Context: an optimization exercise on an open-source flow, tuned for a short achievable clock period and few clock cycles. The choices shown serve that exercise and are no tape-out recipe.
Only simulation tests tie the RTL to the original design; equivalence was not proved.
Power figures rest on the tool's default switching activity, not on a simulated workload.

File: design/flow/config.mk
export PLATFORM = sky130hd
export DESIGN_NAME = myCPU
export DESIGN_NICKNAME = myCPU
export VERILOG_FILES = /design/flow/design.v
export SDC_FILE = /design/flow/constraint.sdc
export NUM_CORES = 4
export LEC_CHECK = 0
export ABC_CLOCK_PERIOD_IN_PS = 3000
export CAP_MARGIN = 20
export CORE_MARGIN = 2
export CORE_UTILIZATION = 30
export PLACE_DENSITY = 0.5
export SETUP_SLACK_MARGIN = 4.5
export SLEW_MARGIN = 20
File: design/flow/constraint.sdc
create_clock -name core_clock -period 7.5 [get_ports {cpu_clk}]
set_input_delay 1.5000 -clock core_clock [delete_from_list [all_inputs] [get_ports {cpu_clk}]]
set_output_delay 1.5000 -clock core_clock [all_outputs]
set_load 0.01 [all_outputs]
File: design/flow/design.v
`timescale 1ns / 1ps
module ks_add #(parameter W = 32) (
    input  wire [W-1:0] a,
    input  wire [W-1:0] b,
    input  wire         cin,
    output reg  [W-1:0] s,
    output reg          cout
);
    reg [W-1:0] g, p, p0;
    integer k, n;
    always @(*) begin
        p0 = a ^ b;
        p  = p0;
        g  = a & b;
        g[0] = g[0] | (p0[0] & cin);
        for (k = 1; k < W; k = k * 2) begin
            for (n = W - 1; n >= k; n = n - 1) begin
                g[n] = g[n] | (p[n] & g[n-k]);
                p[n] = p[n] & p[n-k];
            end
        end
        s    = p0 ^ {g[W-2:0], cin};
        cout = g[W-1];
    end
endmodule
`timescale 1ns / 1ps
module myCPU (
    input  wire         cpu_rst,
    input  wire         cpu_clk,
    output wire [15:0]  inst_addr,
    input  wire [31:0]  inst,
    output wire [31:0]  Bus_addr,
    input  wire [31:0]  Bus_rdata,
    output wire         Bus_we,
    output wire [31:0]  Bus_wdata,
    output wire         debug_wb_have_inst,
    output wire [31:0]  debug_wb_pc,
    output wire         debug_wb_ena,
    output wire [ 4:0]  debug_wb_reg,
    output wire [31:0]  debug_wb_value
);
    localparam BHT_N = 64;
    reg  [31:0] pc_f;
    reg         e_valid;         
    reg         e_have;          
    reg  [31:0] e_pc, e_pc4, e_const, e_tgt;
    reg  [31:0] e_a, e_b, e_bo;  
    reg         e_aM, e_bM, e_boM;   
    reg         e_wen, e_is_ld, e_is_st, e_is_br, e_is_jalr;
    reg  [4:0]  e_rd;
    reg         e_r_add, e_r_sub, e_r_sll, e_r_srl, e_r_sra, e_r_xor, e_r_or, e_r_and, e_r_const;
    reg         e_beq, e_bne, e_blt, e_bge;
    reg         e_pred;
    reg         m_have, m_wen, m_is_ld, m_st;
    reg  [4:0]  m_rd;
    reg  [31:0] m_res, m_sdata, m_pc;
    reg         w_have, w_wen;
    reg  [4:0]  w_rd;
    reg  [31:0] w_val, w_pc;
    reg  [31:0] rf [1:31];
    reg         bht_v   [0:BHT_N-1];
    reg  [1:0]  bht_c   [0:BHT_N-1];
    reg  [3:0]  bht_tag [0:BHT_N-1];
    reg         u_en, u_taken;
    reg  [9:0]  u_pc;
    wire [31:0] m_val = m_is_ld ? Bus_rdata : m_res;
    wire        m_w   = m_wen & (m_rd != 5'd0);
    wire [6:0] op  = inst[6:0];
    wire [2:0] f3  = inst[14:12];
    wire [4:0] rd  = inst[11:7];
    wire [4:0] rs1 = inst[19:15];
    wire [4:0] rs2 = inst[24:20];
    wire is_r    = (op == 7'b0110011);
    wire is_i    = (op == 7'b0010011);
    wire is_ld   = (op == 7'b0000011);
    wire is_st   = (op == 7'b0100011);
    wire is_br   = (op == 7'b1100011);
    wire is_lui  = (op == 7'b0110111);
    wire is_jal  = (op == 7'b1101111);
    wire is_jalr = (op == 7'b1100111);
    wire known   = is_r | is_i | is_ld | is_st | is_br | is_lui | is_jal | is_jalr;
    wire use1    = is_r | is_i | is_ld | is_st | is_br | is_jalr;
    wire use2    = is_r | is_st | is_br;
    wire wen     = is_r | is_i | is_ld | is_lui | is_jal | is_jalr;
    wire use_imm = is_i | is_ld | is_st | is_jalr;
    wire [31:0] imm_i = {{20{inst[31]}}, inst[31:20]};
    wire [31:0] imm_s = {{20{inst[31]}}, inst[31:25], inst[11:7]};
    wire [31:0] imm_b = {{20{inst[31]}}, inst[7], inst[30:25], inst[11:8], 1'b0};
    wire [31:0] imm_u = {inst[31:12], 12'b0};
    wire [31:0] imm_j = {{12{inst[31]}}, inst[19:12], inst[20], inst[30:21], 1'b0};
    wire [31:0] imm   = is_st ? imm_s : imm_i;
    wire ri   = is_r | is_i;
    wire f_add = (ri & f3 == 3'b000 & ~(is_r & inst[30])) | is_ld | is_st;
    wire f_sub = is_r & f3 == 3'b000 & inst[30];
    wire f_sll = ri & f3 == 3'b001;
    wire f_srl = ri & f3 == 3'b101 & ~inst[30];
    wire f_sra = ri & f3 == 3'b101 & inst[30];
    wire f_xor = ri & f3 == 3'b100;
    wire f_or  = ri & f3 == 3'b110;
    wire f_and = ri & (f3 == 3'b111 | f3 == 3'b010 | f3 == 3'b011);
    wire f_bne = f3 == 3'b001;
    wire f_blt = f3 == 3'b100;
    wire f_bge = f3 == 3'b101;
    wire f_beq = ~(f_bne | f_blt | f_bge);
    wire br_eff  = is_br & (imm_b != 32'd4);
    wire br_same = (rs1 == rs2);
    wire hitM_a = m_w & (m_rd == rs1);
    wire hitM_b = m_w & (m_rd == rs2);
    wire [31:0] rf_a = (rs1 == 5'd0) ? 32'd0 : hitM_a ? m_val : rf[rs1];
    wire [31:0] rf_b = (rs2 == 5'd0) ? 32'd0 : hitM_b ? m_val : rf[rs2];
    wire e_w    = e_valid & e_wen & (e_rd != 5'd0);
    wire hitE_a = e_w & (e_rd == rs1);
    wire hitE_b = e_w & (e_rd == rs2);
    wire ld_stall = e_is_ld & ((hitE_a & use1) | (hitE_b & use2));
    wire [5:0]  fi = pc_f[7:2];
    wire        bht_hit = bht_v[fi] & (bht_tag[fi] == pc_f[11:8]);
    wire        bht_taken = bht_c[fi][1];
    wire        br_pred = br_same ? (f_beq | f_bge) :
                          bht_hit ? bht_taken : inst[31];      
    wire        f_pred = is_jal | (br_eff & br_pred);
    wire [31:0] pc_f4  = pc_f + 32'd4;
    wire [18:0] hi13   = pc_f[31:13];
    wire [18:0] hi13p  = hi13 + 19'd1;
    wire [18:0] hi13m  = hi13 - 19'd1;
    wire [13:0] lo_b;
    ks_add #(13) u_add_b (.a(pc_f[12:0]), .b(imm_b[12:0]), .cin(1'b0), .s(lo_b[12:0]), .cout(lo_b[13]));
    wire [18:0] hi_b   = ({19{lo_b[13] == inst[31]}} & hi13) |
                         ({19{lo_b[13] & ~inst[31]}} & hi13p) |
                         ({19{~lo_b[13] & inst[31]}} & hi13m);
    wire [31:0] tgt_b  = {hi_b, lo_b[12:0]};
    wire [10:0] hi21   = pc_f[31:21];
    wire [10:0] hi21p  = hi21 + 11'd1;
    wire [10:0] hi21m  = hi21 - 11'd1;
    wire [21:0] lo_j;
    ks_add #(21) u_add_j (.a(pc_f[20:0]), .b(imm_j[20:0]), .cin(1'b0), .s(lo_j[20:0]), .cout(lo_j[21]));
    wire [10:0] hi_j   = ({11{lo_j[21] == inst[31]}} & hi21) |
                         ({11{lo_j[21] & ~inst[31]}} & hi21p) |
                         ({11{~lo_j[21] & inst[31]}} & hi21m);
    wire [31:0] tgt_j  = {hi_j, lo_j[20:0]};
    wire [31:0] f_tgt  = is_jal ? tgt_j : tgt_b;
    wire [31:0] srcA = e_aM  ? m_res : e_a;
    wire [31:0] srcB = e_bM  ? m_res : e_b;
    wire [31:0] opB  = e_boM ? m_res : e_bo;
    wire [4:0]  sh   = opB[4:0];
    wire [31:0] sra_v = $signed(srcA) >>> sh;
    wire [31:0] sum  = srcA + opB;
    wire [31:0] dif  = srcA - opB;
    wire [31:0] res  = ({32{e_r_add}}   & sum) |
                       ({32{e_r_sub}}   & dif) |
                       ({32{e_r_sll}}   & (srcA << sh)) |
                       ({32{e_r_srl}}   & (srcA >> sh)) |
                       ({32{e_r_sra}}   & sra_v) |
                       ({32{e_r_xor}}   & (srcA ^ opB)) |
                       ({32{e_r_or}}    & (srcA | opB)) |
                       ({32{e_r_and}}   & (srcA & opB)) |
                       ({32{e_r_const}} & e_const);
    wire eq = (srcA == srcB);
    wire lt = ($signed(srcA) < $signed(srcB));
    wire br_taken = (e_beq & eq) | (e_bne & ~eq) | (e_blt & lt) | (e_bge & ~lt);
    wire go = e_valid;
    wire mispredict = go & (e_is_jalr | (e_is_br & (br_taken ^ e_pred)));
    wire [31:0] redirect_pc = e_is_jalr ? sum : (e_pred ? e_pc4 : e_tgt);
    wire [31:0] npc = mispredict ? redirect_pc :
                      ld_stall   ? pc_f :
                      f_pred     ? f_tgt : pc_f4;
    always @(posedge cpu_clk or posedge cpu_rst) begin
        if (cpu_rst) pc_f <= 32'd0;
        else         pc_f <= npc;
    end
    always @(posedge cpu_clk or posedge cpu_rst) begin
        if (cpu_rst)         e_valid <= 1'b0;
        else                 e_valid <= ~mispredict & ~ld_stall;
    end
    always @(posedge cpu_clk) begin
        begin
            e_have    <= known;
            e_wen     <= wen;
            e_pred    <= f_pred;
            e_is_ld   <= is_ld;
            e_is_st   <= is_st;
            e_is_br   <= br_eff;
            e_is_jalr <= is_jalr;
            e_aM      <= hitE_a;
            e_bM      <= hitE_b;
            e_boM     <= hitE_b & ~use_imm;
            e_a       <= rf_a;
            e_b       <= rf_b;
            e_bo      <= use_imm ? imm : rf_b;
            e_pc      <= pc_f;
            e_const   <= is_lui ? imm_u : pc_f4;
            e_pc4     <= pc_f4;
            e_tgt     <= f_tgt;
            e_rd      <= rd;
            e_r_add   <= f_add;
            e_r_sub   <= f_sub;
            e_r_sll   <= f_sll;
            e_r_srl   <= f_srl;
            e_r_sra   <= f_sra;
            e_r_xor   <= f_xor;
            e_r_or    <= f_or;
            e_r_and   <= f_and;
            e_r_const <= is_lui | is_jal | is_jalr;
            e_beq     <= f_beq;
            e_bne     <= f_bne;
            e_blt     <= f_blt;
            e_bge     <= f_bge;
        end
    end
    always @(posedge cpu_clk or posedge cpu_rst) begin
        if (cpu_rst) begin
            m_have <= 1'b0; m_wen <= 1'b0; m_st <= 1'b0;
        end else begin
            m_have <= go & e_have;
            m_wen  <= go & e_wen;
            m_st   <= go & e_is_st;
        end
    end
    always @(posedge cpu_clk) begin
        m_is_ld <= e_is_ld;
        m_rd    <= e_rd;
        m_res   <= res;
        m_sdata <= srcB;
        m_pc    <= e_pc;
    end
    always @(posedge cpu_clk or posedge cpu_rst) begin
        if (cpu_rst) begin
            w_have <= 1'b0; w_wen <= 1'b0;
        end else begin
            w_have <= m_have;
            w_wen  <= m_wen;
        end
    end
    always @(posedge cpu_clk) begin
        w_rd  <= m_rd;
        w_val <= m_val;
        w_pc  <= m_pc;
    end
    integer i;
    always @(posedge cpu_clk or posedge cpu_rst) begin
        if (cpu_rst) begin
            for (i = 1; i < 32; i = i + 1) rf[i] <= 32'd0;
        end else if (m_w) begin
            rf[m_rd] <= m_val;
        end
    end
    always @(posedge cpu_clk or posedge cpu_rst) begin
        if (cpu_rst) u_en <= 1'b0;
        else         u_en <= go & e_is_br;
    end
    always @(posedge cpu_clk) begin
        u_taken <= br_taken;
        u_pc    <= e_pc[11:2];
    end
    wire [5:0] ui = u_pc[5:0];
    wire       u_hit = bht_v[ui] & (bht_tag[ui] == u_pc[9:6]);
    wire [1:0] u_c = bht_c[ui];
    integer j;
    always @(posedge cpu_clk or posedge cpu_rst) begin
        if (cpu_rst) begin
            for (j = 0; j < BHT_N; j = j + 1) bht_v[j] <= 1'b0;
        end else if (u_en) begin
            bht_v[ui] <= 1'b1;
        end
    end
    always @(posedge cpu_clk) begin
        if (u_en) begin
            bht_tag[ui] <= u_pc[9:6];
            if (~u_hit)
                bht_c[ui] <= u_taken ? 2'b10 : 2'b01;
            else if (u_taken)
                bht_c[ui] <= (u_c == 2'b11) ? 2'b11 : u_c + 2'b01;
            else
                bht_c[ui] <= (u_c == 2'b00) ? 2'b00 : u_c - 2'b01;
        end
    end
    assign inst_addr = pc_f[17:2];
    assign Bus_addr  = m_res;
    assign Bus_we    = m_st;
    assign Bus_wdata = m_sdata;
    assign debug_wb_have_inst = w_have;
    assign debug_wb_pc        = w_pc;
    assign debug_wb_ena       = w_wen;
    assign debug_wb_reg       = w_rd;
    assign debug_wb_value     = w_val;
endmodule
File: design/flow/run.sh
#!/bin/bash
# synth_recipe.tcl (not shown) runs the flow's synth.tcl, then flattens the netlist and writes it again
# the make line also repeats each setting of config.mk as NAME=value (left out here)
make -C /OpenROAD-flow-scripts/flow DESIGN_CONFIG=/design/flow/config.mk WORK_HOME=/design/flow/orfs CLKGATE_MAP_FILE= SYNTH_SCRIPT=/design/flow/synth_recipe.tcl finish
==> results of run 1 <==
cell usage after synthesis, drive strengths merged, types with 51 or more instances:
| master | instances | area [um2] |
|---|---|---|
| nand4 | 163 | 1020 |
| mux4 | 193 | 4350 |
| nor3 | 109 | 546 |
| dfrtp | 1095 | 27400 |
| nand2 | 800 | 3000 |
| a22oi | 638 | 4790 |
| a211oi | 68 | 510 |
| buf | 137 | 673 |
| a21o | 51 | 383 |
| a221oi | 211 | 1850 |
| a222oi | 68 | 681 |
| a21oi | 853 | 4270 |
| dfxtp | 421 | 8430 |
| mux2 | 66 | 747 |
| ha | 166 | 2080 |
| o21ai | 740 | 3700 |
| inv | 223 | 837 |
| nor2 | 1038 | 3900 |
| edfxtp | 384 | 11500 |
| clkbuf | 721 | 2710 |
| nand3 | 182 | 911 |
| a22o | 139 | 1220 |
| or2 | 84 | 526 |
| xnor2 | 96 | 841 |
| nor4 | 54 | 338 |
| mux2i | 289 | 2890 |
cells by family (layout without fill, tap and decap cells):
kind of cell / after synthesis / after routing / synth area share [%]
AOI/OAI and AO/OA: 3073 / 3078 / 21.0
other: 0 / 36 / 0
xor gates and xnor gates: 127 / 127 / 1.18
muxes: 548 / 552 / 8.46
DFF: 1900 / 1900 / 50.2
and+or+nand+nor: 2640 / 2646 / 12.4
adders and majority gates: 170 / 170 / 2.29
buffers and inverters: 1088 / 2048 / 4.50
where the power goes:
part	leakage [nW]	switching (mW)	internal (mW)
Combinational	28.6	8.75	6.12
Sequential	17.4	1.11	12.0
Clock	3.43	4.59	6.15
Total	49.4	14.4	24.2
path summary, 6_finish.rpt:
| check | depth (start not counted) | to | slack (ps) |
|---|---|---|---|
| min | 0 | m_pc[30]$_DFF_P_ | 320 |
| max | 20 | pc_f[29]$_DFFE_PP0P_ | 2810 |
| min in group asynchronous | 2 | rf[4][7]$_DFFE_PP0P_ | 1070 |
| max reg2reg | 20 | pc_f[29]$_DFFE_PP0P_ | 2810 |
| max in group asynchronous | 4 | rf[6][30]$_DFFE_PP0P_ | 4790 |
| min reg2reg | 0 | m_pc[30]$_DFF_P_ | 320 |
critical path: stages, from the launching register on:
cell and delay [ps]:
dfxtp_4 440, buf_12 130, buf_6 90, buf_12 100, buf_16 130, mux2i_4 240, inv_2 80, ha_4 270
nand4_1 220, or2_4 330, o211ai_1 700, mux2i_1 170, mux2_4 330, a21o_1 190, a32oi_4 260, buf_12 160
buf_12 140, buf_12 120, buf_8 120, a211oi_1 60, a221o_1 290
sequential cells by signal, summed over array words and instances, names as in the netlist, 5 cells and up:
name	cells
m_pc	32
e_tgt	32
m_rd	5
bht_c	128
e_const	32
rf	992
e_pc4	31
w_rd	5
w_val	32
w_pc	32
bht_v	64
e_pc	30
m_res	32
pc_f	32
e_a	32
bht_tag	256
m_sdata	32
e_b	32
e_bo	32
e_rd	5
stage by stage:
| stage | setup TNS (ps) | setup WS (ps) |
|---|---|---|
| finish | 0 | 2810 |
| global route | 0 | 2790 |
| CTS | 0 | 2880 |
| detailed placement | 0 | 610 |
| global placement | 0 | 426 |
| floorplan | -9972220 | -9110 |
routing by layer:
metal | vias to the layer above | GRT usage, % | share of wire, % | routed length, um
met3 | 2291 | 11.6 | 14 | 73900
li1 | 37010 | - | - | -
met5 | - | 0.565 | 0.067 | 359
met4 | 25 | 20.9 | 8.5 | 45700
met2 | 7941 | 44.5 | 40 | 214000
met1 | 46114 | 40.9 | 38 | 201000
repair_timing:
action,CTS,global route
pin swaps,389,327
resized for setup,2082,491
cloned,62,20
buffers inserted,629,228
setup endpoints to repair,1044,968
area by class of cell:
class	instances	area share, %
repair inverters	1	0.00883
diodes	36	0.0707
clock buffers	295	4.74
well taps	4140	4.06
multi-input cells	6573	38.8
inverters	230	0.741
flip-flops and latches	1900	37.4
clock inverters	86	0.705
repair buffers	1436	13.5
==> results.tsv, run 1 <==
metric	value	unit
post-synthesis cell type count	88	
Max-slew headroom	16.4	%
Buffers on Ports	217	
WL/cell	36.4	um
total global routing track utilization	31.8	%
sequential area share after synthesis	50.2	%
Period minus WS final	4690	ps
flip-flop and latch area	47600	um2
Avg Cell Area, Syn	9.88	um2
Post-synth EDFFs	384	
routability cong.	0.979	
fin. max-slew vios	0	
Final Util	40.8	%
worst vdd ir	218	uV
achievable frequency	213	MHz
pin slew with the least headroom to its limit	1230	ps
run status	no timing/DRC/antenna violations	
filler cell count	29549	
Max clock buf depth	4	
Critical Path Fanout Max	5	
RSZ-0062 raised after global routing	true	
crit end category	register	
vias per cell	6.35	
worst r2r src	e_aM$_DFF_P_	
YS warnings	5	
P_leak	49.4	nW
DP Area	102000	um2
first-pass GRT wire length	716000	um
Antenna Nets Post-Route	0	
overall power	38.7	mW
first drt pass iteration count	14	
Area growth syn-to-layout	35.1	%
Total Die Area	319000	um2
final WL	535000	um
number of DRC markers in iteration 0	16896	
Initial Util	30.2	%
CTS Buf Count	211	
final instance area	127000	um2
footprint of the multi-input gates	49500	um2
Worst Hold Launch	e_pc[30]$_DFF_P_	
Worst-path clk slew	70	ps
most frequent cells in the layout	dfrtp_1, nor2_1, a21oi_1	
crit share post-route	62.5	%
I/O Pins	218	
Finished Layout Cells	14697	
Critical Path AT	5420	ps
Post-synth ARST share	57.6	%
Worst Setup Start Kind	register	
CTS tree	yes	
Layout Skew	117	ps
clk sink count	1900	
Placeable Area	312000	um2
commonest non-fill, non-tap cell in the layout	dfrtp_1	
WHS	317	ps
height of the die	565	um
Placed Instances	13337	
vias in the first global route	87130	
number of max-cap violations	0	
Crit. Startpoint	e_aM$_DFF_P_	
row count	205	
H-tree Lvls	4	
crit path kind	register to register	
Pwr Density	303	nW/um2
Post-Syn Instances	9546	
drt drc	0	
fin nets	10589	
Die Wd	565	um
GR Overflow Total	0	
Seq cells post-synth	1900	
Worst Path Required	8230	ps
initial antenna violation count	43	
routed via count	93381	
top_reg_cell synth	dfrtp_1	
clock insertion delay at the later pin of the skew report	910	ps
Root Driver	clkbuf_16	
endpoints failing setup	0	
Syn Std Cell Area	94300	um2
DP HPWL	305000	um
Final Hold Viols	0	
Hold Crit Class	register to register	
share of layout cells above drive strength 1	28.8	%
pin count of the biggest net entering global routing	171	
Hold-fix buffers, CTS	0	
syn_nets	9782	
Testbench counts, summed over its fixed seeds: cycles 24,309.
==> run 2: changes to the inputs <==
--- a/design/flow/design.v
+++ b/design/flow/design.v
@@ -45,7 +45,7 @@
     reg         e_have;          
     reg  [31:0] e_pc, e_pc4, e_const, e_tgt;
     reg  [31:0] e_a, e_b, e_bo;  
-    reg         e_aM, e_bM, e_boM;   
+    reg         e_aR, e_aM, e_aF, e_bR, e_bM, e_bF, e_boR, e_boM, e_boF;
     reg         e_wen, e_is_ld, e_is_st, e_is_br, e_is_jalr;
     reg  [4:0]  e_rd;
     reg         e_r_add, e_r_sub, e_r_sll, e_r_srl, e_r_sra, e_r_xor, e_r_or, e_r_and, e_r_const;
@@ -111,7 +111,6 @@
     wire e_w    = e_valid & e_wen & (e_rd != 5'd0);
     wire hitE_a = e_w & (e_rd == rs1);
     wire hitE_b = e_w & (e_rd == rs2);
-    wire ld_stall = e_is_ld & ((hitE_a & use1) | (hitE_b & use2));
     wire [5:0]  fi = pc_f[7:2];
     wire        bht_hit = bht_v[fi] & (bht_tag[fi] == pc_f[11:8]);
     wire        bht_taken = bht_c[fi][1];
@@ -138,9 +137,9 @@
                          ({11{~lo_j[21] & inst[31]}} & hi21m);
     wire [31:0] tgt_j  = {hi_j, lo_j[20:0]};
     wire [31:0] f_tgt  = is_jal ? tgt_j : tgt_b;
-    wire [31:0] srcA = e_aM  ? m_res : e_a;
-    wire [31:0] srcB = e_bM  ? m_res : e_b;
-    wire [31:0] opB  = e_boM ? m_res : e_bo;
+    wire [31:0] srcA = ({32{e_aR}}  & Bus_rdata) | ({32{e_aM}}  & m_res) | ({32{e_aF}}  & e_a);
+    wire [31:0] srcB = ({32{e_bR}}  & Bus_rdata) | ({32{e_bM}}  & m_res) | ({32{e_bF}}  & e_b);
+    wire [31:0] opB  = ({32{e_boR}} & Bus_rdata) | ({32{e_boM}} & m_res) | ({32{e_boF}} & e_bo);
     wire [4:0]  sh   = opB[4:0];
     wire [31:0] sra_v = $signed(srcA) >>> sh;
     wire [31:0] sum  = srcA + opB;
@@ -161,7 +160,6 @@
     wire mispredict = go & (e_is_jalr | (e_is_br & (br_taken ^ e_pred)));
     wire [31:0] redirect_pc = e_is_jalr ? sum : (e_pred ? e_pc4 : e_tgt);
     wire [31:0] npc = mispredict ? redirect_pc :
-                      ld_stall   ? pc_f :
                       f_pred     ? f_tgt : pc_f4;
     always @(posedge cpu_clk or posedge cpu_rst) begin
         if (cpu_rst) pc_f <= 32'd0;
@@ -169,7 +167,7 @@
     end
     always @(posedge cpu_clk or posedge cpu_rst) begin
         if (cpu_rst)         e_valid <= 1'b0;
-        else                 e_valid <= ~mispredict & ~ld_stall;
+        else                 e_valid <= ~mispredict;
     end
     always @(posedge cpu_clk) begin
         begin
@@ -180,9 +178,15 @@
             e_is_st   <= is_st;
             e_is_br   <= br_eff;
             e_is_jalr <= is_jalr;
-            e_aM      <= hitE_a;
-            e_bM      <= hitE_b;
-            e_boM     <= hitE_b & ~use_imm;
+            e_aR      <= hitE_a & e_is_ld;
+            e_aM      <= hitE_a & ~e_is_ld;
+            e_aF      <= ~hitE_a;
+            e_bR      <= hitE_b & e_is_ld;
+            e_bM      <= hitE_b & ~e_is_ld;
+            e_bF      <= ~hitE_b;
+            e_boR     <= hitE_b & ~use_imm & e_is_ld;
+            e_boM     <= hitE_b & ~use_imm & ~e_is_ld;
+            e_boF     <= ~(hitE_b & ~use_imm);
             e_a       <= rf_a;
             e_b       <= rf_b;
             e_bo      <= use_imm ? imm : rf_b;
==> run 2 against run 1 <==
Against the previous run: still clean; clock skew down 15 ps; maximum frequency down 1.6%; combinational power down 7%; die area up 0.29%; synthesized cell count up 0.50%; setup slack worse by 76 ps; critical path depth down 3; critical endpoint is now pc_f[12]$_DFF_PP0_; largest power group unchanged.
==> results.tsv, run 2 <==
metric	value	unit
Final Hold Viols	0	
number of DRC markers in iteration 0	16837	
GR Overflow Total	0	
worst vdd ir	256	uV
crit path kind	primary input to register	
setup TNS	0	ps
Avg Cell Area, Syn	9.86	um2
P_leak	50.8	nW
Hold-fix buffers, CTS	0	
Max-slew headroom	15.2	%
row count	206	
most flop-heavy register	rf	
final WL	545000	um
Placed Instances	13471	
share of the synthesized area in the top cell type	29.0	%
flip-flop and latch area	47800	um2
most common cell in the netlist	nor2_1	
grt peak-use layer	met2	
largest registers	rf x992, bht_tag x256, bht_c x128	
part of the power in the clock network	29.8	%
vias per cell	6.34	
I/O Pins	218	
Critical Path AT	5520	ps
total global routing track utilization	32.6	%
Min-Delay Path Depth	0	
share of layout cells above drive strength 1	30.6	%
Crit. Startpoint	Bus_rdata[2]	
Worst Setup Start Kind	primary input	
initial antenna violation count	43	
Switching Fraction	36.7	%
Initial Util	30.1	%
GR Util met1	41.7	%
first drt pass iteration count	22	
Die Wd	566	um
commonest cells in the netlist	nor2_1, dfrtp_1, a21oi_1	
path depth of the worst reg2reg path	17	
endpoints failing setup	0	
Buffers on Ports	217	
CTS Buf Count	214	
pin count of the biggest net entering global routing	161	
WL/cell	36.4	um
Max clock buf depth	4	
clock insertion delay at the later pin of the skew report	910	ps
height of the die	566	um
routability cong.	0.976	
top_reg_cell synth	dfrtp_1	
vias in the first global route	88878	
Root Driver	clkbuf_16	
commonest non-fill, non-tap cell in the layout	dfrtp_1	
routed via count	94786	
crit end category	register	
Global Route met2 Usage	46.4	%
first-pass GRT wire length	734000	um
H-tree Lvls	4	
grt met3 use	11.0	%
Critical Path Fanout Max	7	
drt drc	0	
Post-synth ARST share	57.5	%
worst r2r src	e_bR$_DFF_P_	
sequential share of power	33.8	%
P_sw	13.9	mW
Layout Skew	102	ps
crit share post-route	63.5	%
syn_nets	9830	
overall power	38.0	mW
CTS tree	yes	
Comb pwr share	36.4	%
Placeable Area	314000	um2
Total Die Area	320000	um2
Seq cells post-synth	1906	
run status	no timing/DRC/antenna violations	
Post-Syn Instances	9594	
DP HPWL	324000	um
Largest register FFs	992	
Worst Hold Launch	e_pc[13]$_DFF_P_	
YS warnings	5	
fin. max-slew vios	0	
achievable frequency	210	MHz
most frequent cells in the layout	dfrtp_1, nor2_1, a21oi_1	
sequential area share after synthesis	50.2	%
Post-synth EDFFs	384	
Worst-path clk slew	70	ps
Hold Crit Class	register to register	
RSZ-0062 raised after global routing	true	
number of max-cap violations	0	
clk sink count	1906	
Period minus WS final	4760	ps
Antenna Nets Post-Route	0	
internal power	24.1	mW
filler cell count	29961	
Synth area leader	dfrtp_1	
footprint of the multi-input gates	49700	um2
fin nets	10809	
Syn Std Cell Area	94600	um2
Finished Layout Cells	14944	
Pwr Density	294	nW/um2
post-synthesis cell type count	91	
Worst Path Required	8250	ps
Area growth syn-to-layout	36.5	%
pin slew with the least headroom to its limit	1270	ps
Synth area leaders	dfrtp_1, edfxtp_1, dfxtp_1	
WHS	322	ps
run 2: cell types whose count changed after synthesis, sizes merged, moves of 24 or more:
| cell | change |
|---|---|
| a221oi | -28 |
| mux2i | -158 |
| a222oi | +85 |
| nand2 | -36 |
| o21ai | -30 |
| nor2 | +100 |
| mux4 | +24 |
| a21oi | +39 |
run 2: worst paths after layout:
kind / end / slack, ps
worst max register to register: pc_f[12]$_DFF_PP0_ / 2780
worst min-delay path: m_pc[13]$_DFF_P_ / 320
min in group asynchronous: rf[23][0]$_DFFE_PP0P_ / 1170
max in group asynchronous: pc_f[9]$_DFF_PP0_ / 4750
worst max-delay path: pc_f[12]$_DFF_PP0_ / 2740
worst min register to register: m_pc[13]$_DFF_P_ / 320
run 2: what timing repair did:
| item | CTS | global route |
|---|---|---|
| endpoints found under the hold margin | 0 | 0 |
| pin swaps | 497 | 377 |
| gates resized for setup | 2165 | 587 |
| setup buffers | 747 | 225 |
| cloned | 57 | 17 |
| endpoints found under the setup margin | 931 | 772 |
run 2: layout make-up:
class | instances | area share (%)
multi-input combinational | 6605 | 38.5
timing repair buffer | 1607 | 13.9
clock inverter | 91 | 0.898
antenna | 29 | 0.0562
sequential | 1906 | 37.0
tap | 4160 | 4.03
timing repair inverter | 2 | 0.00969
clock buffer | 307 | 4.86
inverter | 237 | 0.740
run 2: kinds of logic (layout without fill, tap and decap cells):
kind of cell	count (synthesis)	count (layout)	synth area share, %
xor gates and xnor gates	124	124	1.15
adders and majority gates	170	170	2.28
muxes	407	414	7.26
other	0	29	0
DFF	1906	1906	50.2
buffers and inverters	1104	2244	4.51
and+or+nand+nor	2708	2716	12.6
AOI/OAI and AO/OA	3175	3181	22.0
run 2: metal layers:
layer | vias up | share of wire (%)
met2 | 7808 | 41
li1 | 37768 | -
met3 | 2157 | 13
met5 | - | 0.11
met1 | 47021 | 37
met4 | 32 | 8.4
run 2: power by group through the flow:
stage | Clock (mW) | Sequential (mW) | Combinational [mW]
final | 11.3 | 12.8 | 13.8
after global routing | 11.8 | 12.9 | 14.3
after CTS | 11.4 | 12.8 | 12.6
after detailed placement | 0 | 13.1 | 9.46
after global placement | 0 | 13.1 | 9.43
after floorplan | 0 | 12.5 | 5.84
run 2: per-stage QoR:
| step | cell area, um2 | util (%) | worst slack (ps) |
|---|---|---|---|
| after floorplan | 94700 | - | -9110 |
| final | 129000 | 41.1 | 2740 |
| after CTS | 124000 | 39.5 | 2980 |
| after global placement | 103000 | 32.7 | 603 |
| after detailed placement | 103000 | 32.7 | 605 |
| after global routing | 129000 | 41.0 | 2620 |
run 2: critical path: stages:
cell and delay [ps]:
buf_12 110, a222oi_1 700, ha_4 240, nand4_1 270, or4_4 510, nor3_4 160
mux2i_2 280, nand2_1 110, a211oi_2 280, o211ai_1 170, buf_4 190, and3b_2 280
buf_12 170, buf_16 130, a211o_1 240, nand2_1 70, o211ai_1 100
Testbench counts of run 2, summed over its fixed seeds: cycles 23,719.
==> run 3: changes to the inputs <==
--- a/design/flow/design.v
+++ b/design/flow/design.v
@@ -39,18 +39,25 @@
     output wire [ 4:0]  debug_wb_reg,
     output wire [31:0]  debug_wb_value
 );
-    localparam BHT_N = 64;
+    localparam BHT_N = 16;
     reg  [31:0] pc_f;
     reg         e_valid;         
     reg         e_have;          
     reg  [31:0] e_pc, e_pc4, e_const, e_tgt;
     reg  [31:0] e_a, e_b, e_bo;  
     reg         e_aR, e_aM, e_aF, e_bR, e_bM, e_bF, e_boR, e_boM, e_boF;
+    reg         e_aR_h, e_aM_h, e_aF_h, e_boR_h, e_boM_h, e_boF_h;
+    reg         e_caM, e_cbM;
+    reg         k_force, k_eq, k_ne, k_lt, k_ge, k_ret;
     reg         e_wen, e_is_ld, e_is_st, e_is_br, e_is_jalr;
     reg  [4:0]  e_rd;
     reg         e_r_add, e_r_sub, e_r_sll, e_r_srl, e_r_sra, e_r_xor, e_r_or, e_r_and, e_r_const;
     reg         e_beq, e_bne, e_blt, e_bge;
     reg         e_pred;
+    reg  [31:0] ras [0:7];
+    reg  [2:0]  ras_sp;
+    reg         e_rd0, e_is_link, e_is_jal, e_hiwrong, nopred;
+    reg  [31:0] e_imm_bj;
     reg         m_have, m_wen, m_is_ld, m_st;
     reg  [4:0]  m_rd;
     reg  [31:0] m_res, m_sdata, m_pc;
@@ -62,7 +69,7 @@
     reg  [1:0]  bht_c   [0:BHT_N-1];
     reg  [3:0]  bht_tag [0:BHT_N-1];
     reg         u_en, u_taken;
-    reg  [9:0]  u_pc;
+    reg  [7:0]  u_pc;
     wire [31:0] m_val = m_is_ld ? Bus_rdata : m_res;
     wire        m_w   = m_wen & (m_rd != 5'd0);
     wire [6:0] op  = inst[6:0];
@@ -111,35 +118,30 @@
     wire e_w    = e_valid & e_wen & (e_rd != 5'd0);
     wire hitE_a = e_w & (e_rd == rs1);
     wire hitE_b = e_w & (e_rd == rs2);
-    wire [5:0]  fi = pc_f[7:2];
-    wire        bht_hit = bht_v[fi] & (bht_tag[fi] == pc_f[11:8]);
+    wire ld_stall = e_is_ld & ((hitE_a & (is_br | is_jalr)) | (hitE_b & is_br));
+    wire [3:0]  fi = pc_f[5:2];
+    wire        bht_hit = bht_v[fi] & (bht_tag[fi] == pc_f[9:6]);
     wire        bht_taken = bht_c[fi][1];
     wire        br_pred = br_same ? (f_beq | f_bge) :
                           bht_hit ? bht_taken : inst[31];      
-    wire        f_pred = is_jal | (br_eff & br_pred);
+    wire        f_ret  = is_jalr & (rd == 5'd0) & (inst[31:20] == 12'd0);
+    wire        f_pred = ~nopred & (is_jal | f_ret | (br_eff & br_pred));
+    wire [31:0] ras_top = ras[ras_sp];
     wire [31:0] pc_f4  = pc_f + 32'd4;
-    wire [18:0] hi13   = pc_f[31:13];
-    wire [18:0] hi13p  = hi13 + 19'd1;
-    wire [18:0] hi13m  = hi13 - 19'd1;
     wire [13:0] lo_b;
     ks_add #(13) u_add_b (.a(pc_f[12:0]), .b(imm_b[12:0]), .cin(1'b0), .s(lo_b[12:0]), .cout(lo_b[13]));
-    wire [18:0] hi_b   = ({19{lo_b[13] == inst[31]}} & hi13) |
-                         ({19{lo_b[13] & ~inst[31]}} & hi13p) |
-                         ({19{~lo_b[13] & inst[31]}} & hi13m);
-    wire [31:0] tgt_b  = {hi_b, lo_b[12:0]};
-    wire [10:0] hi21   = pc_f[31:21];
-    wire [10:0] hi21p  = hi21 + 11'd1;
-    wire [10:0] hi21m  = hi21 - 11'd1;
     wire [21:0] lo_j;
     ks_add #(21) u_add_j (.a(pc_f[20:0]), .b(imm_j[20:0]), .cin(1'b0), .s(lo_j[20:0]), .cout(lo_j[21]));
-    wire [10:0] hi_j   = ({11{lo_j[21] == inst[31]}} & hi21) |
-                         ({11{lo_j[21] & ~inst[31]}} & hi21p) |
-                         ({11{~lo_j[21] & inst[31]}} & hi21m);
-    wire [31:0] tgt_j  = {hi_j, lo_j[20:0]};
-    wire [31:0] f_tgt  = is_jal ? tgt_j : tgt_b;
-    wire [31:0] srcA = ({32{e_aR}}  & Bus_rdata) | ({32{e_aM}}  & m_res) | ({32{e_aF}}  & e_a);
+    wire [31:0] tgt_b  = {pc_f[31:13], lo_b[12:0]};
+    wire [31:0] tgt_j  = {pc_f[31:21], lo_j[20:0]};
+    wire        f_hiwrong = is_jal ? (lo_j[21] != inst[31]) : (is_br & (lo_b[13] != inst[31]));
+    wire [31:0] f_tgt  = ({32{is_jal}} & tgt_j) | ({32{f_ret}} & ras_top) |
+                         ({32{~is_jal & ~f_ret}} & tgt_b);
+    wire [31:0] srcA = {({16{e_aR_h}} & Bus_rdata[31:16]) | ({16{e_aM_h}} & m_res[31:16]) | ({16{e_aF_h}} & e_a[31:16]),
+                        ({16{e_aR}}   & Bus_rdata[15:0])  | ({16{e_aM}}   & m_res[15:0])  | ({16{e_aF}}   & e_a[15:0])};
     wire [31:0] srcB = ({32{e_bR}}  & Bus_rdata) | ({32{e_bM}}  & m_res) | ({32{e_bF}}  & e_b);
-    wire [31:0] opB  = ({32{e_boR}} & Bus_rdata) | ({32{e_boM}} & m_res) | ({32{e_boF}} & e_bo);
+    wire [31:0] opB  = {({16{e_boR_h}} & Bus_rdata[31:16]) | ({16{e_boM_h}} & m_res[31:16]) | ({16{e_boF_h}} & e_bo[31:16]),
+                        ({16{e_boR}}   & Bus_rdata[15:0])  | ({16{e_boM}}   & m_res[15:0])  | ({16{e_boF}}   & e_bo[15:0])};
     wire [4:0]  sh   = opB[4:0];
     wire [31:0] sra_v = $signed(srcA) >>> sh;
     wire [31:0] sum  = srcA + opB;
@@ -153,21 +155,45 @@
                        ({32{e_r_or}}    & (srcA | opB)) |
                        ({32{e_r_and}}   & (srcA & opB)) |
                        ({32{e_r_const}} & e_const);
-    wire eq = (srcA == srcB);
-    wire lt = ($signed(srcA) < $signed(srcB));
+    wire [31:0] cmpA = e_caM ? m_res : e_a;
+    wire [31:0] cmpB = e_cbM ? m_res : e_b;
+    wire [31:0] jtgt = cmpA + e_bo;
+    wire eq = (cmpA == cmpB);
+    wire lt = ($signed(cmpA) < $signed(cmpB));
     wire br_taken = (e_beq & eq) | (e_bne & ~eq) | (e_blt & lt) | (e_bge & ~lt);
-    wire go = e_valid;
-    wire mispredict = go & (e_is_jalr | (e_is_br & (br_taken ^ e_pred)));
-    wire [31:0] redirect_pc = e_is_jalr ? sum : (e_pred ? e_pc4 : e_tgt);
+    wire go = e_valid & ~(e_pred & e_hiwrong);
+    wire ret_ok = e_pred & (cmpA == e_tgt);
+    wire mispredict = k_force | (k_eq & eq) | (k_ne & ~eq) | (k_lt & lt) | (k_ge & ~lt) |
+                      (k_ret & (cmpA != e_tgt));
+    wire [31:0] btgt = e_pc + e_imm_bj;
+    wire [31:0] redirect_pc = e_is_jalr ? jtgt :
+                              e_pred    ? (e_hiwrong ? e_pc : e_pc4) : btgt;
     wire [31:0] npc = mispredict ? redirect_pc :
+                      ld_stall   ? pc_f :
                       f_pred     ? f_tgt : pc_f4;
     always @(posedge cpu_clk or posedge cpu_rst) begin
         if (cpu_rst) pc_f <= 32'd0;
         else         pc_f <= npc;
     end
     always @(posedge cpu_clk or posedge cpu_rst) begin
-        if (cpu_rst)         e_valid <= 1'b0;
-        else                 e_valid <= ~mispredict;
+        if (cpu_rst) nopred <= 1'b0;
+        else         nopred <= e_valid & e_pred & e_hiwrong;
+    end
+    wire f_enter = ~mispredict & ~ld_stall;
+    wire f_hw    = f_pred & f_hiwrong;
+    always @(posedge cpu_clk or posedge cpu_rst) begin
+        if (cpu_rst) begin
+            e_valid <= 1'b0;
+            k_force <= 1'b0; k_eq <= 1'b0; k_ne <= 1'b0; k_lt <= 1'b0; k_ge <= 1'b0; k_ret <= 1'b0;
+        end else begin
+            e_valid <= f_enter;
+            k_force <= f_enter & (f_hw | (is_jal & ~f_pred) | (is_jalr & ~f_pred));
+            k_eq    <= f_enter & ~f_hw & br_eff & ((f_beq & ~f_pred) | (f_bne & f_pred));
+            k_ne    <= f_enter & ~f_hw & br_eff & ((f_bne & ~f_pred) | (f_beq & f_pred));
+            k_lt    <= f_enter & ~f_hw & br_eff & ((f_blt & ~f_pred) | (f_bge & f_pred));
+            k_ge    <= f_enter & ~f_hw & br_eff & ((f_bge & ~f_pred) | (f_blt & f_pred));
+            k_ret   <= f_enter & is_jalr & f_pred;
+        end
     end
     always @(posedge cpu_clk) begin
         begin
@@ -178,15 +204,28 @@
             e_is_st   <= is_st;
             e_is_br   <= br_eff;
             e_is_jalr <= is_jalr;
+            e_rd0     <= (rd == 5'd0);
+            e_is_jal  <= is_jal;
+            e_hiwrong <= f_hiwrong;
+            e_imm_bj  <= is_jal ? imm_j : imm_b;
+            e_is_link <= is_jal | is_jalr;
             e_aR      <= hitE_a & e_is_ld;
             e_aM      <= hitE_a & ~e_is_ld;
             e_aF      <= ~hitE_a;
+            e_aR_h    <= hitE_a & e_is_ld & use1;
+            e_aM_h    <= hitE_a & ~e_is_ld & use1;
+            e_aF_h    <= ~(hitE_a & use1);
+            e_caM     <= hitE_a & (is_br | is_jalr);
+            e_cbM     <= hitE_b & is_br;
             e_bR      <= hitE_b & e_is_ld;
             e_bM      <= hitE_b & ~e_is_ld;
             e_bF      <= ~hitE_b;
             e_boR     <= hitE_b & ~use_imm & e_is_ld;
             e_boM     <= hitE_b & ~use_imm & ~e_is_ld;
             e_boF     <= ~(hitE_b & ~use_imm);
+            e_boR_h   <= hitE_b & (is_r | is_br) & e_is_ld;
+            e_boM_h   <= hitE_b & (is_r | is_br) & ~e_is_ld;
+            e_boF_h   <= ~(hitE_b & (is_r | is_br));
             e_a       <= rf_a;
             e_b       <= rf_b;
             e_bo      <= use_imm ? imm : rf_b;
@@ -239,6 +278,23 @@
         w_val <= m_val;
         w_pc  <= m_pc;
     end
+    always @(posedge cpu_clk or posedge cpu_rst) begin
+        if (cpu_rst) begin
+            ras_sp <= 3'd0;
+        end else if (go & e_is_jalr & e_rd0) begin
+            ras_sp <= ras_sp - 3'd1;
+        end else if (go & e_is_link & ~e_rd0) begin
+            ras_sp <= ras_sp + 3'd1;
+        end
+    end
+    integer r;
+    always @(posedge cpu_clk or posedge cpu_rst) begin
+        if (cpu_rst) begin
+            for (r = 0; r < 8; r = r + 1) ras[r] <= 32'd0;
+        end else if (go & e_is_link & ~e_rd0) begin
+            ras[ras_sp + 3'd1] <= e_pc4;
+        end
+    end
     integer i;
     always @(posedge cpu_clk or posedge cpu_rst) begin
         if (cpu_rst) begin
@@ -253,10 +309,10 @@
     end
     always @(posedge cpu_clk) begin
         u_taken <= br_taken;
-        u_pc    <= e_pc[11:2];
+        u_pc    <= e_pc[9:2];
     end
-    wire [5:0] ui = u_pc[5:0];
-    wire       u_hit = bht_v[ui] & (bht_tag[ui] == u_pc[9:6]);
+    wire [3:0] ui = u_pc[3:0];
+    wire       u_hit = bht_v[ui] & (bht_tag[ui] == u_pc[7:4]);
     wire [1:0] u_c = bht_c[ui];
     integer j;
     always @(posedge cpu_clk or posedge cpu_rst) begin
@@ -268,7 +324,7 @@
     end
     always @(posedge cpu_clk) begin
         if (u_en) begin
-            bht_tag[ui] <= u_pc[9:6];
+            bht_tag[ui] <= u_pc[7:4];
             if (~u_hit)
                 bht_c[ui] <= u_taken ? 2'b10 : 2'b01;
             else if (u_taken)
==> run 3 against run 2 <==
Against the previous run: still clean on timing, DRC and antenna; register-to-register slack improved by 590 ps; die area is 0.31% lower; critical path depth did not move; synthesized cell count is 2.8% higher; power up 1.6%; worst hold slack improved by 3.8 ps; cell area shrank 2.7%; sequential power is 5% higher; clock skew decreased by 11 ps; first-iteration DRC count fell by 4.4%; critical path type unchanged; largest power group unchanged; highest routed layer unchanged.
==> results.tsv, run 3 <==
metric	value	unit
syn_nets	10157	
part of the power in the clock network	29.4	%
Layout Skew	91.5	ps
pin slew with the least headroom to its limit	1330	ps
flip-flop and latch area	45100	um2
sequential area share after synthesis	47.6	%
Max-slew headroom	11.1	%
clk sink count	1868	
Root Driver	clkbuf_16	
crit path kind	primary input to register	
crit share post-route	56.7	%
WHS	325	ps
vias per cell	6.28	
routed via count	93999	
Final Hold Viols	0	
run status	no timing/DRC/antenna violations	
first-pass GRT wire length	726000	um
share of layout cells above drive strength 1	29.0	%
YS warnings	6	
achievable frequency	235	MHz
Area growth syn-to-layout	33.2	%
first drt pass iteration count	14	
drt drc	0	
Max clock buf depth	4	
I/O Pins	218	
Initial Util	30.2	%
final WL	542000	um
pin count of the biggest net entering global routing	159	
Seq cells post-synth	1868	
total global routing track utilization	32.2	%
initial antenna violation count	44	
fin nets	10932	
Buffers on Ports	217	
largest registers	rf x992, ras x256, bht_tag x64	
Worst Path Required	8310	ps
Critical Path AT	5060	ps
Avg Cell Area, Syn	9.57	um2
setup TNS	0	ps
footprint of the multi-input gates	51900	um2
Critical Path Fanout Max	4	
Synth area leader	dfrtp_1	
overall power	38.6	mW
crit end category	register	
Antenna Nets Post-Route	0	
sequential share of power	34.9	%
Period minus WS final	4260	ps
most flop-heavy register	rf	
Worst-path clk slew	60	ps
endpoints failing setup	0	
Hold-fix buffers, CTS	0	
RSZ-0062 raised after global routing	true	
most common cell in the netlist	dfrtp_1	
clock insertion delay at the later pin of the skew report	950	ps
CTS tree	yes	
Comb pwr share	35.7	%
H-tree Lvls	4	
Placeable Area	312000	um2
Total Die Area	319000	um2
filler cell count	30166	
Hold Crit Class	register to register	
height of the die	565	um
DP HPWL	339000	um
commonest cells in the netlist	dfrtp_1, nor2_1, nand2_1	
GR Overflow Total	0	
internal power	23.9	mW
worst vdd ir	232	uV
Post-synth ARST share	70.3	%
Post-synth EDFFs	96	
Largest register FFs	992	
number of max-cap violations	0	
row count	205	
number of DRC markers in iteration 0	16103	
Synth area leaders	dfrtp_1, dfxtp_1, mux2_2	
Die Wd	565	um
CTS Buf Count	216	
fin. max-slew vios	0	
most frequent cells in the layout	dfrtp_1, nor2_1, nand2_1	
top_reg_cell synth	dfrtp_1	
share of the synthesized area in the top cell type	34.8	%
commonest non-fill, non-tap cell in the layout	dfrtp_1	
post-synthesis cell type count	90	
Worst Setup Start Kind	primary input	
WL/cell	36.2	um
routability cong.	0.987	
Pwr Density	307	nW/um2
vias in the first global route	88602	
P_sw	14.6	mW
P_leak	51.6	nW
Post-Syn Instances	9858	
Syn Std Cell Area	94300	um2
Switching Fraction	37.9	%
==> run 3: cell type report <==
class | instances | share of cell area, %
inverter | 227 | 0.727
clock inverter | 95 | 0.982
antenna | 18 | 0.0358
timing repair inverter | 2 | 0.0129
tap | 4140 | 4.12
multi-input combinational | 6921 | 41.3
sequential | 1868 | 35.9
timing repair buffer | 1397 | 12.0
clock buffer | 307 | 4.96
==> run 3: worst max-delay path, stage by stage <==
cell and delay [ps]:
buf_8 100, a222oi_1 410, buf_4 220, clkinvlp_4 130, ha_4 290, buf_4 100, nor2b_4 160, o31ai_4 100
a21oi_4 220, a41oi_4 190, o21ai_4 260, a31oi_4 150, o2bb2ai_4 180, o41a_1 390, o31a_1 280, nor3b_1 140
a211o_1 240
==> run 3: worst paths after layout <==
path,from,end,slack (ps),cells past startpoint
setup reg to reg,e_a[1]$_SDFF_PN0_,m_res[29]$_DFF_P_,3370,16
min in group asynchronous,cpu_rst,rf[17][25]$_DFFE_PP0P_,1350,2
hold reg to reg,m_pc[17]$_DFF_P_,w_pc[17]$_DFF_P_,330,0
setup / recovery,Bus_rdata[1],m_res[29]$_DFF_P_,3240,17
max in group asynchronous,cpu_rst,rf[9][13]$_DFFE_PP0P_,4910,5
hold / removal,m_pc[17]$_DFF_P_,w_pc[17]$_DFF_P_,330,0
==> run 3: logic make-up after synthesis <==
group | after synthesis | share of synthesized area, %
and+or+nand+nor | 2578 | 12.0
DFF | 1868 | 47.6
buffers and inverters | 1076 | 4.46
AOI/OAI and AO/OA | 3297 | 23.3
adders and majority gates | 233 | 3.14
xor gates and xnor gates | 184 | 1.71
muxes | 622 | 7.78
==> run 3: power groups by stage <==
| stage | sequential, mW | combinational, mW | clock, mW |
|---|---|---|---|
| floorplan | 12.7 | 6.45 | 0 |
| global route | 13.6 | 14.5 | 11.9 |
| detailed placement | 13.6 | 10.3 | 0 |
| finish | 13.5 | 13.8 | 11.3 |
| global placement | 13.6 | 10.2 | 0 |
| CTS | 13.4 | 12.7 | 11.5 |
==> run 3: per-stage QoR <==
| stage | util, % | setup WS, ps | instances | area, um2 |
|---|---|---|---|---|
| floorplan | - | -12160 | 9858 | 94300 |
| global placement | 32.9 | 628 | 13744 | 103000 |
| detailed placement | 32.9 | 847 | 13758 | 103000 |
| CTS | 38.6 | 3310 | 14724 | 121000 |
| global route | 40.2 | 3170 | 14959 | 126000 |
| finish | 40.2 | 3240 | 14975 | 126000 |
==> run 3: layer usage <==
metal	routed length, um	global-route usage (%)
met1	200000	39.9
met2	231000	48.6
met3	66200	9.93
met4	43700	20.6
met5	394	0.446
==> run 3: timing repair <==
| item | 4_1_cts | 5_1_grt |
|---|---|---|
| resized for setup | 1981 | 529 |
| setup buffers | 540 | 200 |
| gates cloned | 24 | 19 |
| pin swaps | 388 | 378 |
| endpoints found under the setup margin | 747 | 693 |
Testbench counts of run 3, summed over its fixed seeds: cycles 23,536.
==> run 4: changes to the inputs <==
--- a/design/flow/design.v
+++ b/design/flow/design.v
@@ -61,6 +61,7 @@
     reg         m_have, m_wen, m_is_ld, m_st;
     reg  [4:0]  m_rd;
     reg  [31:0] m_res, m_sdata, m_pc;
+    reg  [31:0] m_addr;          
     reg         w_have, w_wen;
     reg  [4:0]  w_rd;
     reg  [31:0] w_val, w_pc;
@@ -262,6 +263,7 @@
         m_is_ld <= e_is_ld;
         m_rd    <= e_rd;
         m_res   <= res;
+        m_addr  <= sum;
         m_sdata <= srcB;
         m_pc    <= e_pc;
     end
@@ -334,7 +336,7 @@
         end
     end
     assign inst_addr = pc_f[17:2];
-    assign Bus_addr  = m_res;
+    assign Bus_addr  = m_addr;
     assign Bus_we    = m_st;
     assign Bus_wdata = m_sdata;
     assign debug_wb_have_inst = w_have;
==> run 4 against run 3 <==
Against the previous run: non-clock buffer count up 49; cell count grew 1.3%; worst hold slack lost 0.97 ps; power down 0.39%; sequential share of layout area barely moved; synthesized cell count up 1.3%; still clean on timing, DRC and antenna; die area up 0.53%.
==> results.tsv, run 4 <==
metric	value	unit
run status	no timing/DRC/antenna violations	
Post-synth ARST share	69.1	%
Worst-path clk slew	70	ps
commonest non-fill, non-tap cell in the layout	dfrtp_1	
most common cell in the netlist	dfrtp_1	
Die Wd	566	um
Hold EP	w_pc[27]$_DFF_P_	
top_reg_cell synth	dfrtp_1	
WHS	324	ps
Synth area leaders	dfrtp_1, dfxtp_1, a22oi_1	
Worst Setup Start Kind	primary input	
setup TNS	0	ps
final WL	549000	um
crit end category	register	
Hold-fix buffers, CTS	0	
largest registers	rf x992, ras x256, bht_tag x64	
Placeable Area	315000	um2
syn_nets	10288	
worst vdd ir	186	uV
CTS Buf Count	211	
Critical Path AT	4870	ps
Syn Std Cell Area	94800	um2
filler cell count	30174	
Initial Util	30.1	%
Largest register FFs	992	
r2r setup slk	3530	ps
pin count of the biggest net entering global routing	149	
clk sink count	1900	
initial antenna violation count	27	
number of DRC markers in iteration 0	17017	
clock insertion delay at the later pin of the skew report	910	ps
CTS tree	yes	
YS warnings	6	
vias per cell	6.31	
sequential area share after synthesis	48.1	%
Layout Skew	99.9	ps
number of max-cap violations	0	
Critical Path Fanout Max	3	
vias in the first global route	89623	
P_leak	52.2	nW
DP Area	103000	um2
fin. max-slew vios	0	
RSZ-0062 raised after global routing	true	
Post-synth EDFFs	96	
routability cong.	1.01	
achievable frequency	245	MHz
Antenna Nets Post-Route	0	
worst reg2reg path endpoint	pc_f[17]$_DFFE_PP0P_	
total global routing track utilization	32.2	%
Crit. Startpoint	Bus_rdata[2]	
I/O Pins	218	
Period minus WS final	4080	ps
Total Die Area	321000	um2
drt drc	0	
Worst Path Required	8290	ps
post-synthesis cell type count	85	
routed via count	95755	
Area growth syn-to-layout	34.5	%
Min-Delay Path Depth	0	
Seq cells post-synth	1900	
Hold Crit Class	register to register	
DP HPWL	328000	um
commonest cells in the netlist	dfrtp_1, nor2_1, a21oi_1	
Max clock buf depth	4	
Avg Cell Area, Syn	9.49	um2
first-pass GRT wire length	735000	um
final instance area	128000	um2
Max-slew headroom	13.6	%
Final Hold Viols	0	
GR Overflow Total	0	
share of the synthesized area in the top cell type	34.6	%
Root Driver	clkbuf_16	
Post-Syn Instances	9989	
Pwr Density	301	nW/um2
Worst Hold Launch	m_pc[27]$_DFF_P_	
crit path kind	primary input to register	
most frequent cells in the layout	dfrtp_1, nor2_1, a21oi_1	
height of the die	566	um
Buffers on Ports	217	
fin nets	11121	
endpoints failing setup	0	
H-tree Lvls	4	
share of layout cells above drive strength 1	29.3	%
pin slew with the least headroom to its limit	1290	ps
path depth of the worst reg2reg path	19	
most flop-heavy register	rf	
crit share post-route	54.4	%
Synth area leader	dfrtp_1	
first drt pass iteration count	15	
WL/cell	36.2	um
worst r2r src	e_caM$_DFF_P_	
row count	206	
==> run 4: changes by cell type after synthesis, sizes merged, moves of 39 or more <==
cell / previous run / this run
buf: 162 / 119
mux2: 388 / 349
a21oi: 849 / 979
o21ai: 785 / 698
a22o: 220 / 116
a221oi: 331 / 184
a22oi: 481 / 661
nand2: 887 / 832
nor2: 963 / 1101
==> run 4: worst max path at each step <==
| stage | slack [ps] | to |
|---|---|---|
| after floorplan | -12160 | bht_v[0]$_DFFE_PP0P_ |
| final | 3420 | m_res[26]$_DFF_P_ |
| after CTS | 3540 | m_res[24]$_DFF_P_ |
| after global routing | 3320 | m_res[28]$_DFF_P_ |
| after global placement | 870 | m_res[24]$_DFF_P_ |
| after detailed placement | 720 | m_res[24]$_DFF_P_ |
==> run 4: report_power, final <==
part / internal (mW) / switching (mW) / total [mW]
Sequential: 11.9 / 1.89 / 13.8
Combinational: 5.76 / 8.01 / 13.8
Clock: 6.26 / 4.62 / 10.9
==> run 4: what timing repair did <==
action / in CTS / in global routing
endpoints found under the hold margin: 0 / 0
resized for setup: 1919 / 639
setup buffers: 583 / 254
setup endpoints to repair: 800 / 658
pin swaps: 425 / 446
cloned: 49 / 18
==> run 4: cell type report <==
class / count / area (um2) / share of cell area [%]
clock inverters: 98 / 1130 / 0.883
repair inverters: 1 / 16.3 / 0.0128
multi-input cells: 7036 / 52500 / 41.2
repair buffers: 1446 / 16000 / 12.5
clock buffers: 283 / 5950 / 4.67
flip-flops and latches: 1900 / 45800 / 35.9
inverters: 226 / 918 / 0.720
diodes: 23 / 57.6 / 0.0451
well taps: 4160 / 5200 / 4.08
==> run 4: layer usage <==
layer  routed length (um)  share of wire (%)  GRT usage, %  vias up
li1                     -                  -             -    38556
met1               202000                 37          39.4    47354
met2               228000                 42          47.3     7420
met3                65600                 12          10.1     2405
met4                53200                9.7          23.9       20
met5                  287              0.052         0.476        -
==> run 4: logic make-up after synthesis <==
family,synth area share [%]
compound gates,23.1
xor+xnor,1.81
fa+ha+maj,3.12
buf+inv,4.35
flops,48.1
mux,7.19
simple gates,12.3
==> run 4: through the flow <==
stage | util, % | power [mW] | cells | setup WS, ps
after detailed placement | 32.7 | 24.1 | 13860 | 720
after global placement | 32.7 | 24.0 | 13852 | 872
after global routing | 40.5 | 39.7 | 15156 | 3320
after CTS | 38.7 | 37.2 | 14873 | 3540
after floorplan | - | 19.4 | 9989 | -12160
final | 40.5 | 38.4 | 15173 | 3420
==> run 4: critical path, stage by stage <==
cell	delay, ps
buf_12	110
a222oi_1	440
inv_1	190
ha_4	270
o21bai_4	160
a21oi_4	80
o21ai_4	170
a2111oi_4	100
or3_4	430
o31ai_4	350
o21ai_4	140
buf_4	150
buf_6	120
o21bai_4	150
o21ai_2	90
mux2i_1	120
a221o_1	300
Testbench counts of run 4, summed over its fixed seeds: cycles 23,536.

afterwards: timing with drivers on the ports:
In the flow no input, the clock included, has a driving cell. The finished layouts below were timed again as built, in two steps.
Step 1 assumes that a clkbuf_16 drives the clock port and a buf_2 every other input.
Step 2 also shifts input and output timing later by t, the mid clock arrival at the registers, as if the neighbouring blocks saw the same clock.
a / b / c = ideal ports / drivers / drivers and shift; a / b = the first two.
run | shift t [ns] | setup WS [ns] | hold slack, ns | worst setup path at the end | worst slew at a driven data input, ns
run 1 | 0.970 | 2.811 / 2.811 / 2.029 | 0.317 / 0.317 / 0.317 | input to register | 0.31
run 2 | 0.996 | 2.735 / 2.777 / 1.786 | 0.322 / 0.322 / 0.322 | input to register | 0.33
run 3 | 1.004 | 3.244 / 3.260 / 2.256 | 0.325 / 0.325 / 0.325 | input to register | 0.34
run 4 | 0.974 | 3.422 / 3.394 / 2.420 | 0.324 / 0.324 / 0.324 | input to register | 0.17
After both steps every run listed still meets setup and hold. The setup slack of run 4, which loses most, moves by -0.028 ns with the drivers and by -1.002 ns with both steps.
